Context: an optimization exercise on an open-source flow, tuned for small area, a short achievable clock period and few clock cycles. The choices shown serve that exercise and are no tape-out recipe. The RTL was checked by simulation tests, not by an equivalence proof against the original design.

**config.mk**
```make
export PLATFORM = sky130hd
export DESIGN_NAME = PN
export DESIGN_NICKNAME = PN
export VERILOG_FILES = /design/flow/design.v
export SDC_FILE = /design/flow/constraint.sdc
export NUM_CORES = 8
export LEC_CHECK = 0
export CAP_MARGIN = 20
export CORE_MARGIN = 2
export CORE_UTILIZATION = 40
export SLEW_MARGIN = 20
```
**constraint.sdc**
```tcl
create_clock -name core_clock -period 15.0 [get_ports {clk}]
set_input_delay 3.0000 -clock core_clock [delete_from_list [all_inputs] [get_ports {clk}]]
set_output_delay 3.0000 -clock core_clock [all_outputs]
set_load 0.01 [all_outputs]
```
**design.v**
```verilog
module BE #(
    parameter N = 7
) (
    input  signed [N-1:0] a,
    input  signed [N-1:0] b,
    output signed [N-1:0] min,
    output signed [N-1:0] max
);
    assign {min, max} = (a > b) ? {b, a} : {a, b};
endmodule
module two_stages_bitonic_sorter #(
    parameter N = 7
) (
    rst_n,
    clk,
    a,
    b,
    c,
    d,
    e,
    f,
    g,
    h,
    i,
    j,
    k,
    l,
    m,
    n,
    o,
    p
);
    input rst_n, clk;
    input signed [N-1:0] a, b, c, d, e, f, g, h;
    output signed [N-1:0] i, j, k, l, m, n, o, p;
    reg signed  [N-1:0] bitonic_seq_reg[0:7];
    wire signed [N-1:0] lv1_1_min;
    wire signed [N-1:0] lv1_1_max;
    wire signed [N-1:0] lv1_2_min;
    wire signed [N-1:0] lv1_2_max;
    wire signed [N-1:0] lv1_3_min;
    wire signed [N-1:0] lv1_3_max;
    wire signed [N-1:0] lv1_4_min;
    wire signed [N-1:0] lv1_4_max;
    wire signed [N-1:0] lv2_1_min;
    wire signed [N-1:0] lv2_1_max;
    wire signed [N-1:0] lv2_2_min;
    wire signed [N-1:0] lv2_2_max;
    wire signed [N-1:0] lv2_3_min;
    wire signed [N-1:0] lv2_3_max;
    wire signed [N-1:0] lv2_4_min;
    wire signed [N-1:0] lv2_4_max;
    wire signed [N-1:0] lv3_1_min;
    wire signed [N-1:0] lv3_1_max;
    wire signed [N-1:0] lv3_2_min;
    wire signed [N-1:0] lv3_2_max;
    wire signed [N-1:0] lv3_3_min;
    wire signed [N-1:0] lv3_3_max;
    wire signed [N-1:0] lv3_4_min;
    wire signed [N-1:0] lv3_4_max;
    BE #(
        .N(N)
    ) lv1_1 (
        .a  (a),
        .b  (b),
        .min(lv1_1_min),
        .max(lv1_1_max)
    );
    BE #(
        .N(N)
    ) lv1_2 (
        .a  (c),
        .b  (d),
        .min(lv1_2_min),
        .max(lv1_2_max)
    );
    BE #(
        .N(N)
    ) lv1_3 (
        .a  (e),
        .b  (f),
        .min(lv1_3_min),
        .max(lv1_3_max)
    );
    BE #(
        .N(N)
    ) lv1_4 (
        .a  (g),
        .b  (h),
        .min(lv1_4_min),
        .max(lv1_4_max)
    );
    BE #(
        .N(N)
    ) lv2_1 (
        .a  (lv1_1_min),
        .b  (lv1_2_max),
        .min(lv2_1_min),
        .max(lv2_1_max)
    );
    BE #(
        .N(N)
    ) lv2_2 (
        .a  (lv1_1_max),
        .b  (lv1_2_min),
        .min(lv2_2_min),
        .max(lv2_2_max)
    );
    BE #(
        .N(N)
    ) lv2_3 (
        .a  (lv1_3_min),
        .b  (lv1_4_max),
        .min(lv2_3_min),
        .max(lv2_3_max)
    );
    BE #(
        .N(N)
    ) lv2_4 (
        .a  (lv1_3_max),
        .b  (lv1_4_min),
        .min(lv2_4_min),
        .max(lv2_4_max)
    );
    BE #(
        .N(N)
    ) lv3_1 (
        .a  (lv2_1_min),
        .b  (lv2_2_min),
        .min(lv3_1_min),
        .max(lv3_1_max)
    );
    BE #(
        .N(N)
    ) lv3_2 (
        .a  (lv2_1_max),
        .b  (lv2_2_max),
        .min(lv3_2_min),
        .max(lv3_2_max)
    );
    BE #(
        .N(N)
    ) lv3_3 (
        .a  (lv2_3_max),
        .b  (lv2_4_max),
        .min(lv3_3_min),
        .max(lv3_3_max)
    );
    BE #(
        .N(N)
    ) lv3_4 (
        .a  (lv2_3_min),
        .b  (lv2_4_min),
        .min(lv3_4_min),
        .max(lv3_4_max)
    );
    always @(*) begin
            bitonic_seq_reg[0] = lv3_1_min;
            bitonic_seq_reg[1] = lv3_1_max;
            bitonic_seq_reg[2] = lv3_2_min;
            bitonic_seq_reg[3] = lv3_2_max;
            bitonic_seq_reg[4] = lv3_3_max;
            bitonic_seq_reg[5] = lv3_3_min;
            bitonic_seq_reg[6] = lv3_4_max;
            bitonic_seq_reg[7] = lv3_4_min;
    end
    wire signed [N-1:0] sort_lv1_1_min;
    wire signed [N-1:0] sort_lv1_1_max;
    wire signed [N-1:0] sort_lv1_2_min;
    wire signed [N-1:0] sort_lv1_2_max;
    wire signed [N-1:0] sort_lv1_3_min;
    wire signed [N-1:0] sort_lv1_3_max;
    wire signed [N-1:0] sort_lv1_4_min;
    wire signed [N-1:0] sort_lv1_4_max;
    wire signed [N-1:0] sort_lv2_1_min;
    wire signed [N-1:0] sort_lv2_1_max;
    wire signed [N-1:0] sort_lv2_2_min;
    wire signed [N-1:0] sort_lv2_2_max;
    wire signed [N-1:0] sort_lv2_3_min;
    wire signed [N-1:0] sort_lv2_3_max;
    wire signed [N-1:0] sort_lv2_4_min;
    wire signed [N-1:0] sort_lv2_4_max;
    BE #(
        .N(N)
    ) sort_lv1_1 (
        .a  (bitonic_seq_reg[0]),
        .b  (bitonic_seq_reg[4]),
        .min(sort_lv1_1_min),
        .max(sort_lv1_1_max)
    );
    BE #(
        .N(N)
    ) sort_lv1_2 (
        .a  (bitonic_seq_reg[1]),
        .b  (bitonic_seq_reg[5]),
        .min(sort_lv1_2_min),
        .max(sort_lv1_2_max)
    );
    BE #(
        .N(N)
    ) sort_lv1_3 (
        .a  (bitonic_seq_reg[2]),
        .b  (bitonic_seq_reg[6]),
        .min(sort_lv1_3_min),
        .max(sort_lv1_3_max)
    );
    BE #(
        .N(N)
    ) sort_lv1_4 (
        .a  (bitonic_seq_reg[3]),
        .b  (bitonic_seq_reg[7]),
        .min(sort_lv1_4_min),
        .max(sort_lv1_4_max)
    );
    BE #(
        .N(N)
    ) sort_lv2_1 (
        .a  (sort_lv1_1_min),
        .b  (sort_lv1_3_min),
        .min(sort_lv2_1_min),
        .max(sort_lv2_1_max)
    );
    BE #(
        .N(N)
    ) sort_lv2_2 (
        .a  (sort_lv1_1_max),
        .b  (sort_lv1_3_max),
        .min(sort_lv2_2_min),
        .max(sort_lv2_2_max)
    );
    BE #(
        .N(N)
    ) sort_lv2_3 (
        .a  (sort_lv1_2_min),
        .b  (sort_lv1_4_min),
        .min(sort_lv2_3_min),
        .max(sort_lv2_3_max)
    );
    BE #(
        .N(N)
    ) sort_lv2_4 (
        .a  (sort_lv1_2_max),
        .b  (sort_lv1_4_max),
        .min(sort_lv2_4_min),
        .max(sort_lv2_4_max)
    );
    BE #(
        .N(N)
    ) sort_lv3_1 (
        .a  (sort_lv2_1_min),
        .b  (sort_lv2_3_min),
        .min(i),
        .max(j)
    );
    BE #(
        .N(N)
    ) sort_lv3_2 (
        .a  (sort_lv2_1_max),
        .b  (sort_lv2_3_max),
        .min(k),
        .max(l)
    );
    BE #(
        .N(N)
    ) sort_lv3_3 (
        .a  (sort_lv2_2_min),
        .b  (sort_lv2_4_min),
        .min(m),
        .max(n)
    );
    BE #(
        .N(N)
    ) sort_lv3_4 (
        .a  (sort_lv2_2_max),
        .b  (sort_lv2_4_max),
        .min(o),
        .max(p)
    );
endmodule
module LIFO (
    in,
    full,
    empty,
    clk,
    rst_n,
    wn,
    rn,
    out
);
    parameter DATA_WIDTH = 16;
    parameter STACK_DEPTH = 16;
    input [DATA_WIDTH-1:0] in;
    input clk, rst_n, wn, rn;
    output reg [DATA_WIDTH-1:0] out;
    output full, empty;
    reg [3:0] sp;
    reg [DATA_WIDTH-1:0] memory[0:STACK_DEPTH-1];
    integer i;
    assign full  = (sp == 4'b1111) ? 1 : 0;
    assign empty = (sp == 4'b0000) ? 1 : 0;
    always @(*) begin
            out = memory[sp];
    end
    always @(posedge clk or negedge rst_n) begin
        if (~rst_n) begin
            for (i = 0; i < STACK_DEPTH; i = i + 1) begin
                memory[i] <= 'd0;
            end
            sp <= 1;
        end else if (wn & !full) begin
            memory[sp] <= in;
            sp <= sp + 1;
        end else if (rn & !empty) begin
            sp <= sp - 1;
        end
    end
endmodule
module PN (
    input clk,
    input rst_n,
    input [1:0] mode,
    input operator,
    input [2:0] in,
    input in_valid,
    output reg out_valid,
    output reg signed [31:0] out
);
    integer i;
    parameter WORD = 16;
    parameter BUFFER_LEN = 16;
    localparam CNT_LEN = 4;
    localparam NUM_OF_RESULT = 4;
    localparam IDLE = 'd0;
    localparam RD_DATA = 'd1;
    localparam EVALUATION = 'd2;
    localparam SORT = 'd3;
    localparam DONE = 'd4;
    localparam POSTFIX_BURST = 'd0;
    localparam POSTFIX = 'd1;
    localparam PREFIX_BURST = 'd2;
    localparam PREFIX = 'd3;
    localparam DET_TYPE = 'd0;
    localparam PERFORM_OP_POP1 = 'd1;
    localparam PERFORM_OP_POP2 = 'd2;
    localparam PERFORM_OP_PUSH = 'd3;
    localparam PERFORM_CALCULATION = 'd4;
    localparam PUSH_MID_RESULT = 'd5;
    localparam ADD = 3'b000;
    localparam SUBTRACT = 3'b001;
    localparam MULT = 3'b010;
    localparam ABSOLUTE = 3'b011;
    reg signed [WORD-1:0] alu_out;
    reg signed [WORD-1:0] alu_buf1;
    reg signed [WORD-1:0] alu_buf2;
    reg [WORD-1:0] data_buf[0:BUFFER_LEN-1];
    reg signed [WORD-1:0] result_buf[0:NUM_OF_RESULT-1];   
    reg [CNT_LEN-1:0] strLen_cnt;
    reg [CNT_LEN-1:0] buf_index_cnt;
    reg [CNT_LEN-1:0] done_cnt;
    reg [CNT_LEN-1:0] result_reversed_cnt;
    reg [CNT_LEN-1:0] result_cnt;
    reg [2:0] currentState, nextState;
    reg [2:0] stackCTR, stackCTRnext;
    reg  [     2:0] modeState;
    wire            push;
    wire            pop;
    wire [WORD-1:0] stack_popped_value;
    wire [WORD-1:0] stack_pushed_value;
    wire            wn = push;
    wire            rn = pop;
    wire            state_IDLE = currentState == IDLE;
    wire            state_RD_DATA = currentState == RD_DATA;
    wire            state_EVALUATION = currentState == EVALUATION;
    wire            state_SORT = currentState == SORT;
    wire            state_DONE = currentState == DONE;
    wire            mode_POSTFIX_BURST = modeState == POSTFIX_BURST;
    wire            mode_POSTFIX = modeState == POSTFIX;
    wire            mode_PREFIX_BURST = modeState == PREFIX_BURST;
    wire            mode_PREFIX = modeState == PREFIX;
    wire            stack_DET_TYPE = stackCTR == DET_TYPE;
    wire            stack_POP1 = stackCTR == PERFORM_OP_POP1;
    wire            stack_POP2 = stackCTR == PERFORM_OP_POP2;
    wire            stack_PUSH = stackCTR == PERFORM_OP_PUSH;
    wire            stack_PUSH_MID_RESULT = stackCTR == PUSH_MID_RESULT;
    wire            stack_CALCULATION = stackCTR == PERFORM_CALCULATION;
    wire [WORD-1:0] buf_current_char = data_buf[buf_index_cnt];
    reg             evaluation_done_f;
    always @(*) begin
        if ((mode_POSTFIX || mode_POSTFIX_BURST) && stack_CALCULATION) begin
            evaluation_done_f = buf_index_cnt == strLen_cnt - 1;
        end else if ((mode_PREFIX || mode_PREFIX_BURST) && stack_CALCULATION) begin
            evaluation_done_f = buf_index_cnt == 0;
        end else begin
            evaluation_done_f = 1'b0;
        end
    end
    wire timed_out_f = done_cnt == 'd30;
    wire is_operand_f = buf_current_char[15] == 1'b0;
    wire is_operator_f = buf_current_char[15] == 1'b1;
    wire burst_done_f = stack_CALCULATION;
    always @(posedge clk or negedge rst_n) begin
        if (~rst_n) begin
            currentState <= IDLE;
        end else begin
            currentState <= nextState;
        end
    end
    wire output_done_f = result_cnt == 0;
    always @(*) begin
        case (currentState)
            IDLE: begin
                if (in_valid) begin
                    nextState = RD_DATA;
                end else begin
                    nextState = IDLE;
                end
            end
            RD_DATA: begin
                if (!in_valid) begin
                    nextState = EVALUATION;
                end else begin
                    nextState = RD_DATA;
                end
            end
            EVALUATION: begin
                if (evaluation_done_f && (mode_POSTFIX_BURST || mode_PREFIX_BURST)) begin
                    nextState = SORT;
                end else if (evaluation_done_f && (mode_PREFIX || mode_POSTFIX)) begin
                    nextState = DONE;
                end else begin
                    nextState = EVALUATION;
                end
            end
            SORT: begin
                nextState = DONE;
            end
            DONE: begin
                if (in_valid) begin
                    nextState = IDLE;
                end else if (mode_POSTFIX || mode_PREFIX) begin
                    nextState = IDLE;
                end else if (output_done_f) begin
                    nextState = IDLE;
                end else if (timed_out_f) begin
                    nextState = IDLE;
                end else begin
                    nextState = DONE;
                end
            end
            default: begin
                nextState = IDLE;
            end
        endcase
    end
    always @(posedge clk or negedge rst_n) begin
        if (~rst_n) begin
            modeState <= POSTFIX;
        end else if (state_IDLE && in_valid) begin
            case (mode)
                'd0: modeState <= PREFIX_BURST;
                'd1: modeState <= POSTFIX_BURST;
                'd2: modeState <= PREFIX;
                'd3: modeState <= POSTFIX;
                default: modeState <= PREFIX;
            endcase
        end else begin
            modeState <= modeState;
        end
    end
    always @(posedge clk or negedge rst_n) begin
        if (!rst_n) begin
            strLen_cnt <= 'd0;
            for (i = 0; i < BUFFER_LEN; i = i + 1) begin
                data_buf[i] <= 'd0;
            end
        end else if (state_DONE) begin
            strLen_cnt <= 0;
        end else if ((state_RD_DATA || state_IDLE) && in_valid) begin
            strLen_cnt <= strLen_cnt + 1;
            if (operator) begin
                data_buf[strLen_cnt] <= {1'b1, 12'b0, in};
            end else begin
                data_buf[strLen_cnt] <= {1'b0, 12'b0, in};
            end
        end else begin
            strLen_cnt <= strLen_cnt;
            for (i = 0; i < BUFFER_LEN; i = i + 1) begin
                data_buf[i] <= data_buf[i];
            end
        end
    end
    always @(posedge clk or negedge rst_n) begin
        if (~rst_n) begin
            stackCTR <= DET_TYPE;
        end else begin
            stackCTR <= stackCTRnext;
        end
    end
    always @(*) begin
        if (~rst_n) begin
            stackCTRnext = DET_TYPE;
        end else begin
            case (stackCTR)
                DET_TYPE: begin
                    if (state_EVALUATION) begin
                        case ({
                            is_operand_f, is_operator_f
                        })
                            2'b10: begin
                                stackCTRnext = PERFORM_OP_PUSH;
                            end
                            2'b01: begin
                                stackCTRnext = PERFORM_OP_POP1;
                            end
                            default: begin
                                stackCTRnext = DET_TYPE;
                            end
                        endcase
                    end else begin
                        stackCTRnext = DET_TYPE;
                    end
                end
                PERFORM_OP_PUSH: begin
                    stackCTRnext = DET_TYPE;
                end
                PERFORM_OP_POP1: begin
                    stackCTRnext = PERFORM_OP_POP2;
                end
                PERFORM_OP_POP2: begin
                    stackCTRnext = PERFORM_CALCULATION;
                end
                PUSH_MID_RESULT: begin
                    stackCTRnext = DET_TYPE;
                end
                PERFORM_CALCULATION: begin
                    if (mode_POSTFIX_BURST || mode_PREFIX_BURST) begin
                        stackCTRnext = DET_TYPE;
                    end else if (evaluation_done_f) begin
                        stackCTRnext = DET_TYPE;
                    end else begin
                        stackCTRnext = PUSH_MID_RESULT;  
                    end
                end
                default: begin
                    stackCTRnext = DET_TYPE;
                end
            endcase
        end
    end
    assign pop = stackCTRnext == PERFORM_OP_POP1 || stackCTRnext == PERFORM_OP_POP2;
    assign push = stack_PUSH || stack_PUSH_MID_RESULT;
    assign stack_pushed_value = stack_PUSH_MID_RESULT ? alu_out : buf_current_char;
    always @(posedge clk or negedge rst_n) begin
        if (~rst_n) begin
            buf_index_cnt <= 'd0;
        end else if (state_DONE) begin
            buf_index_cnt <= 0;
        end else if (currentState == RD_DATA && nextState == EVALUATION) begin
            case (modeState)
                PREFIX_BURST, PREFIX: buf_index_cnt <= strLen_cnt - 1;
                POSTFIX_BURST, POSTFIX: buf_index_cnt <= buf_index_cnt;
                default: buf_index_cnt <= buf_index_cnt;
            endcase
        end else if (stack_PUSH || stack_CALCULATION) begin
            case (modeState)
                PREFIX_BURST, PREFIX: buf_index_cnt <= buf_index_cnt - 1;
                POSTFIX_BURST, POSTFIX: buf_index_cnt <= buf_index_cnt + 1;
                default: buf_index_cnt <= buf_index_cnt;
            endcase
        end else begin
            buf_index_cnt <= buf_index_cnt;
        end
    end
    always @(posedge clk or negedge rst_n) begin
        if (~rst_n) begin
            result_reversed_cnt <= 0;
        end else if (state_RD_DATA) begin
            result_reversed_cnt <= 0;
        end else if (state_DONE) begin
            result_reversed_cnt <= result_reversed_cnt + 1;
        end else begin
            result_reversed_cnt <= result_reversed_cnt;
        end
    end
    always @(posedge clk or negedge rst_n) begin
        if (~rst_n) begin
            done_cnt  <= 'd0;
            out_valid <= 'd0;
            out       <= 'd0;
        end else if (timed_out_f) begin
            done_cnt  <= 'd0;
            out_valid <= 'd0;
            out       <= 'd0;
        end else if (state_DONE) begin
            done_cnt  <= done_cnt + 1;
            out_valid <= 1'b1;
            if (mode_PREFIX_BURST) begin
                out <= result_buf[result_cnt];
            end else if (mode_POSTFIX_BURST) begin
                out <= result_buf[result_reversed_cnt];
            end else if (mode_POSTFIX || mode_PREFIX) begin
                out <= alu_out;
            end else begin
                out <= out;
            end
        end else begin
            out_valid <= 'd0;
            out       <= 'd0;
            done_cnt  <= done_cnt;
        end
    end
    always @(posedge clk or negedge rst_n) begin
        if (!rst_n) begin
            alu_buf1 <= 'd0;
            alu_buf2 <= 'd0;
        end else if (stack_POP1) begin
            alu_buf1 <= stack_popped_value;
            alu_buf2 <= alu_buf2;
        end else if (stack_POP2) begin
            alu_buf1 <= alu_buf1;
            alu_buf2 <= stack_popped_value;
        end else begin
            alu_buf1 <= alu_buf1;
            alu_buf2 <= alu_buf2;
        end
    end
    reg signed [WORD-1:0] alu_calc;
    reg signed [WORD-1:0] alu_hold;
    always @(*) begin
        case (buf_current_char[2:0])
            ADD: begin
                alu_calc = alu_buf1 + alu_buf2;
            end
            SUBTRACT: begin
                if (mode_POSTFIX || mode_POSTFIX_BURST) begin
                    alu_calc = alu_buf2 - alu_buf1;
                end else begin
                    alu_calc = alu_buf1 - alu_buf2;
                end
            end
            MULT: begin
                alu_calc = alu_buf1 * alu_buf2;
            end
            ABSOLUTE: begin
                if ($signed(alu_buf1 + alu_buf2) < 0) begin
                    alu_calc = -(alu_buf1 + alu_buf2);
                end else begin
                    alu_calc = alu_buf1 + alu_buf2;
                end
            end
            default: begin
                alu_calc = alu_hold;
            end
        endcase
    end
    always @(posedge clk or negedge rst_n) begin
        if (!rst_n) begin
            alu_hold <= 'd0;
        end else if (stack_CALCULATION) begin
            alu_hold <= alu_calc;
        end
    end
    always @(*) begin
        if (!rst_n) begin
            alu_out = 'd0;
        end else if (stack_CALCULATION) begin
            alu_out = alu_calc;
        end else begin
            alu_out = alu_hold;
        end
    end
    wire signed [WORD-1:0] result_rd[0:3];
    wire signed [WORD-1:0] sorted_result_d[0:7];
    genvar idx;
    generate
        for (idx = 0; idx < 4; idx = idx + 1) begin
            assign result_rd[idx] = result_buf[idx];
        end
    endgenerate
    always @(posedge clk or negedge rst_n) begin
        if (!rst_n) begin
            result_cnt <= 'd0;
            for (i = 0; i < NUM_OF_RESULT; i = i + 1) begin
                result_buf[i] <= 16'h0fff;
            end
        end else if (state_RD_DATA) begin
            result_cnt <= 'd0;
            for (i = 0; i < NUM_OF_RESULT; i = i + 1) begin
                result_buf[i] <= 16'h0fff;
            end
        end else if (stack_CALCULATION && burst_done_f) begin
            result_cnt <= result_cnt + 1;
            result_buf[result_cnt] <= alu_out;
        end else if (state_SORT) begin
            for (i = 0; i < 4; i = i + 1) begin
                result_buf[i] <= sorted_result_d[i];
            end
            result_cnt <= result_cnt - 1;
        end else if (state_DONE) begin
            result_cnt <= result_cnt - 1;
        end else begin
            result_cnt <= result_cnt;
            for (i = 0; i < NUM_OF_RESULT; i = i + 1) begin
                result_buf[i] <= result_buf[i];
            end
        end
    end
    wire full;
    wire empty;
    LIFO stack (
        .in(stack_pushed_value),
        .clk(clk),
        .rst_n(rst_n),
        .wn(wn),
        .rn(rn),
        .out(stack_popped_value),
        .full(full),
        .empty(empty)
    );
    two_stages_bitonic_sorter #(
        .N(WORD)
    ) bitonics_sorter (
        .rst_n(rst_n),
        .clk(clk),
        .a(16'h0fff),
        .b(16'h0fff),
        .c(16'h0fff),
        .d(16'h0fff),
        .e(result_rd[0]),
        .f(result_rd[1]),
        .g(result_rd[2]),
        .h(result_rd[3]),
        .i(sorted_result_d[0]),
        .j(sorted_result_d[1]),
        .k(sorted_result_d[2]),
        .l(sorted_result_d[3]),
        .m(sorted_result_d[4]),
        .n(sorted_result_d[5]),
        .o(sorted_result_d[6]),
        .p(sorted_result_d[7])
    );
endmodule
```
**run.sh**
```bash
#!/bin/bash
# synth_recipe.tcl (not shown) runs the flow's synth.tcl, then flattens the netlist and writes it again
# the make line also repeats each setting of config.mk as NAME=value (left out here)
make -C /OpenROAD-flow-scripts/flow DESIGN_CONFIG=/design/flow/config.mk WORK_HOME=/design/flow/orfs CLKGATE_MAP_FILE= SYNTH_SCRIPT=/design/flow/synth_recipe.tcl finish
```
==> results.cfg <==
[sta]
post-route-min-period_ps = 14090
hold_viol = 0
tns_ps = 0
worst_pin_slew_ps = 1090
setup_viol = 0
drv_slew = 0
relSlewSlack = 0.265
min_period_over_period = 0.940
setup_ws_ps = 906
fmax_ghz = 0.0710
clock_skew_ps = 62.2
fin_worst_hold_slack_ps = 377
rsz0062_at_grt = no

[clocking]
cts_root_buf = clkbuf_16
clockBufferDepth = 3
hold_buffers = 0
worstSkewPairLatency_ps = 640
h-tree-depth = 2
tritoncts = yes
cts.sinks = 475
clk_pin_slew_ps = 60
cts_made_buffers = 53

[critical_path]
critPathLaunch = result_buf[3][1]
path_max_fanout = 34
end_kind = flip-flop
ff2ff_path_depth = 60
reg2reg_from = result_buf[3][1]
slowest_stage = dfstp_2
cp-start-kind = flip-flop
critical_path_class = flip-flop to flip-flop
critPathMaxStageDelay_ps = 580
cpLargestDelayFamily = compound AO/OA/AOI/OAI gates
required_ps = 15450
reg2reg_slack_ps = 910
r2r_end = result_buf[2][13]
cp_data_arrival_time_ps = 14550
critPathBufInv = 13

[worst_hold_path]
hold_path_end = stack.memory[15][1]
min_from = stack.memory[15][1]
holdPathStages = 0
hold_path_class = flip-flop to flip-flop

[global_routing]
grt_max_degree = 79
antenna_found_initial = 5
grt_pass1_wl_um = 196000
grt_pass1_vias = 30800
overflow = 0
grt.total_usage = 0.273

[floorplanning]
num_io_pins = 42
start_util = 0.404
die_w_um = 306
core_um2 = 90300
num_rows = 110
die_h_um = 306
die-area_um2 = 93700

[yosys]
ys.flop_type = dfrtp_1
ys_ff_latch = 475
yosysWarnings = 10
synth_edf_count = 0
synthCells = 4131
async_flop_share = 1.00
synth.cell_area_um2 = 36500
yosysTopAreaCellShare = 0.291
yosys.area.top_type = dfrtp_1
ys_types = 99
ys_seq_area_frac = 0.327
synth.area.top_cells = dfrtp_1 29%, ha_1 10%, nand2_1 5.1%
syn-num-nets = 4514
avgSynthCellArea_um2 = 8.84

[place]
gp_congestion = 1.03
dp_hpwl_um = 95900
post-place-ws_ps = 870
portBuffers = 41
placedCellCount = 5223

[finish]
n_fill_cell = 8914
drive_gt1_frac = 0.130
diodes = 0
final-seq-area_um2 = 12000
multiInputGateArea_um2 = 22200
synthToLayoutAreaGrowth_pct = 10.7
stdcell_count = 5328
nets = 4491

[routing]
postRouteAntennaNets = 0
wire_per_inst_um = 24.4
drt_drc_violations_left = 0
vias = 32000
drt_iter0_markers = 3606
viasPerCell = 6.01
drt-total-wl_um = 130000
drtPass1Iterations = 6

[job]
maxCapViolations = 0

[outcome]
status = no timing/DRC/antenna violations
layout by cell type, fill, tap and decap left out, types with 107 or more instances in the layout:
cell,count
a21oi_1,159
dfrtp_1,424
o21ai_0,336
nand3_1,107
buf_4,152
nor2_1,317
nand2_1,497
ha_1,291
mux2_2,137
mux2i_1,127
inv_1,326
what timing repair did:
item / CTS / global route
resized for setup: 0 / 4
endpoints found under the hold margin: 0 / 0
buffers inserted: 0 / 5
setup endpoints to repair: 0 / 28
per-stage QoR:
stage               instance area, um^2  utilization
floorplan                         36500            -
global route                      40400        0.448
CTS                               40300        0.447
global placement                  38500        0.427
finish                            40400        0.448
detailed placement                38500        0.427
cell type report:
cell class / instances / area share
inverter: 334 / 0.0310
tap: 1176 / 0.0364
clock inverter: 24 / 0.00700
sequential: 475 / 0.296
multi-input combinational: 3044 / 0.550
clock buffer: 75 / 0.0378
timing repair buffer: 200 / 0.0420
flip-flops by register name, indices dropped and copies added, names as in the netlist, 4 cells and up:
name	cells
alu_buf1	16
alu_buf2	16
alu_hold	16
buf_index_cnt	4
data_buf	64
out	16
result_buf	64
result_cnt	4
stack.memory	256
stack.sp	4
strLen_cnt	4
how the worst max path moves through the flow:
| stage | endpoint | slack (ps) | cells past startpoint |
|---|---|---|---|
| after floorplan | result_buf[1][1] | 1580 | 61 |
| after global placement | result_buf[1][3] | 970 | 60 |
| after detailed placement | result_buf[1][3] | 870 | 61 |
| after CTS | result_buf[1][3] | 810 | 61 |
| after global routing | result_buf[1][1] | 30 | 59 |
| final | result_buf[2][13] | 910 | 60 |
synthesized netlist by cell type (26+ instances only):
library cell	instances
nand3_1	107
o31ai_1	56
mux2_2	137
ha_1	291
xnor2_1	59
nand2_1	497
mux2i_1	128
o21ai_0	337
a211oi_1	38
a221oi_1	32
dfstp_2	50
xor2_1	26
nand4_1	35
a222oi_1	37
clkbuf_1	226
inv_1	326
and2_1	44
nor3_1	42
nor2_1	320
a22oi_1	81
nor2b_1	35
a22o_1	26
dfrtp_1	425
o22a_1	26
fa_1	83
a21oi_1	159
a21o_1	34
per-layer routing:
layer	global-route usage	wire, um	share of wire
met5	0	0	0
met3	0.0436	10600	0.081
met2	0.413	56400	0.43
met1	0.390	57600	0.44
met4	0.108	5350	0.041
logic make-up (layout without fill, tap and decap cells):
kind of cell               after synthesis  after routing  share of synthesized area
buffers and inverters                  613            633                     0.0663
adders and majority gates              374            374                      0.145
DFF                                    475            475                      0.327
and+or+nand+nor                       1203           1203                      0.148
xor gates and xnor gates                85             85                     0.0204
muxes                                  284            284                     0.0885
AOI/OAI and AO/OA                     1097           1098                      0.205
Testbench counts, summed over its fixed seeds: cycles 118,660.

==> separate check: timing with driven ports <==
No port has a modelled driver above. Below, the same layout with a new extraction and two added sets of constraints.
Step 1 assumes that a clkbuf_16 drives the clock port and a buf_2 every other input.
Step 2 adds t to the input delays and takes it off the output delays; t is the mean of the earliest and latest rising clock arrival at the registers after step 1. Input paths then give back, and output paths get back, about the clock's delay inside the block.
Slacks: ideal ports / drivers / drivers and shift; pairs: ideal ports / drivers.
t (ns): 0.676
setup WS [ns]: 0.906 / 0.906 / 0.906
hold slack, ns: 0.377 / 0.377 / 0.377
After both steps setup and hold are still met in this run. The setup slack of this run moves by 0.000 ns with the drivers and by 0.000 ns with both steps.
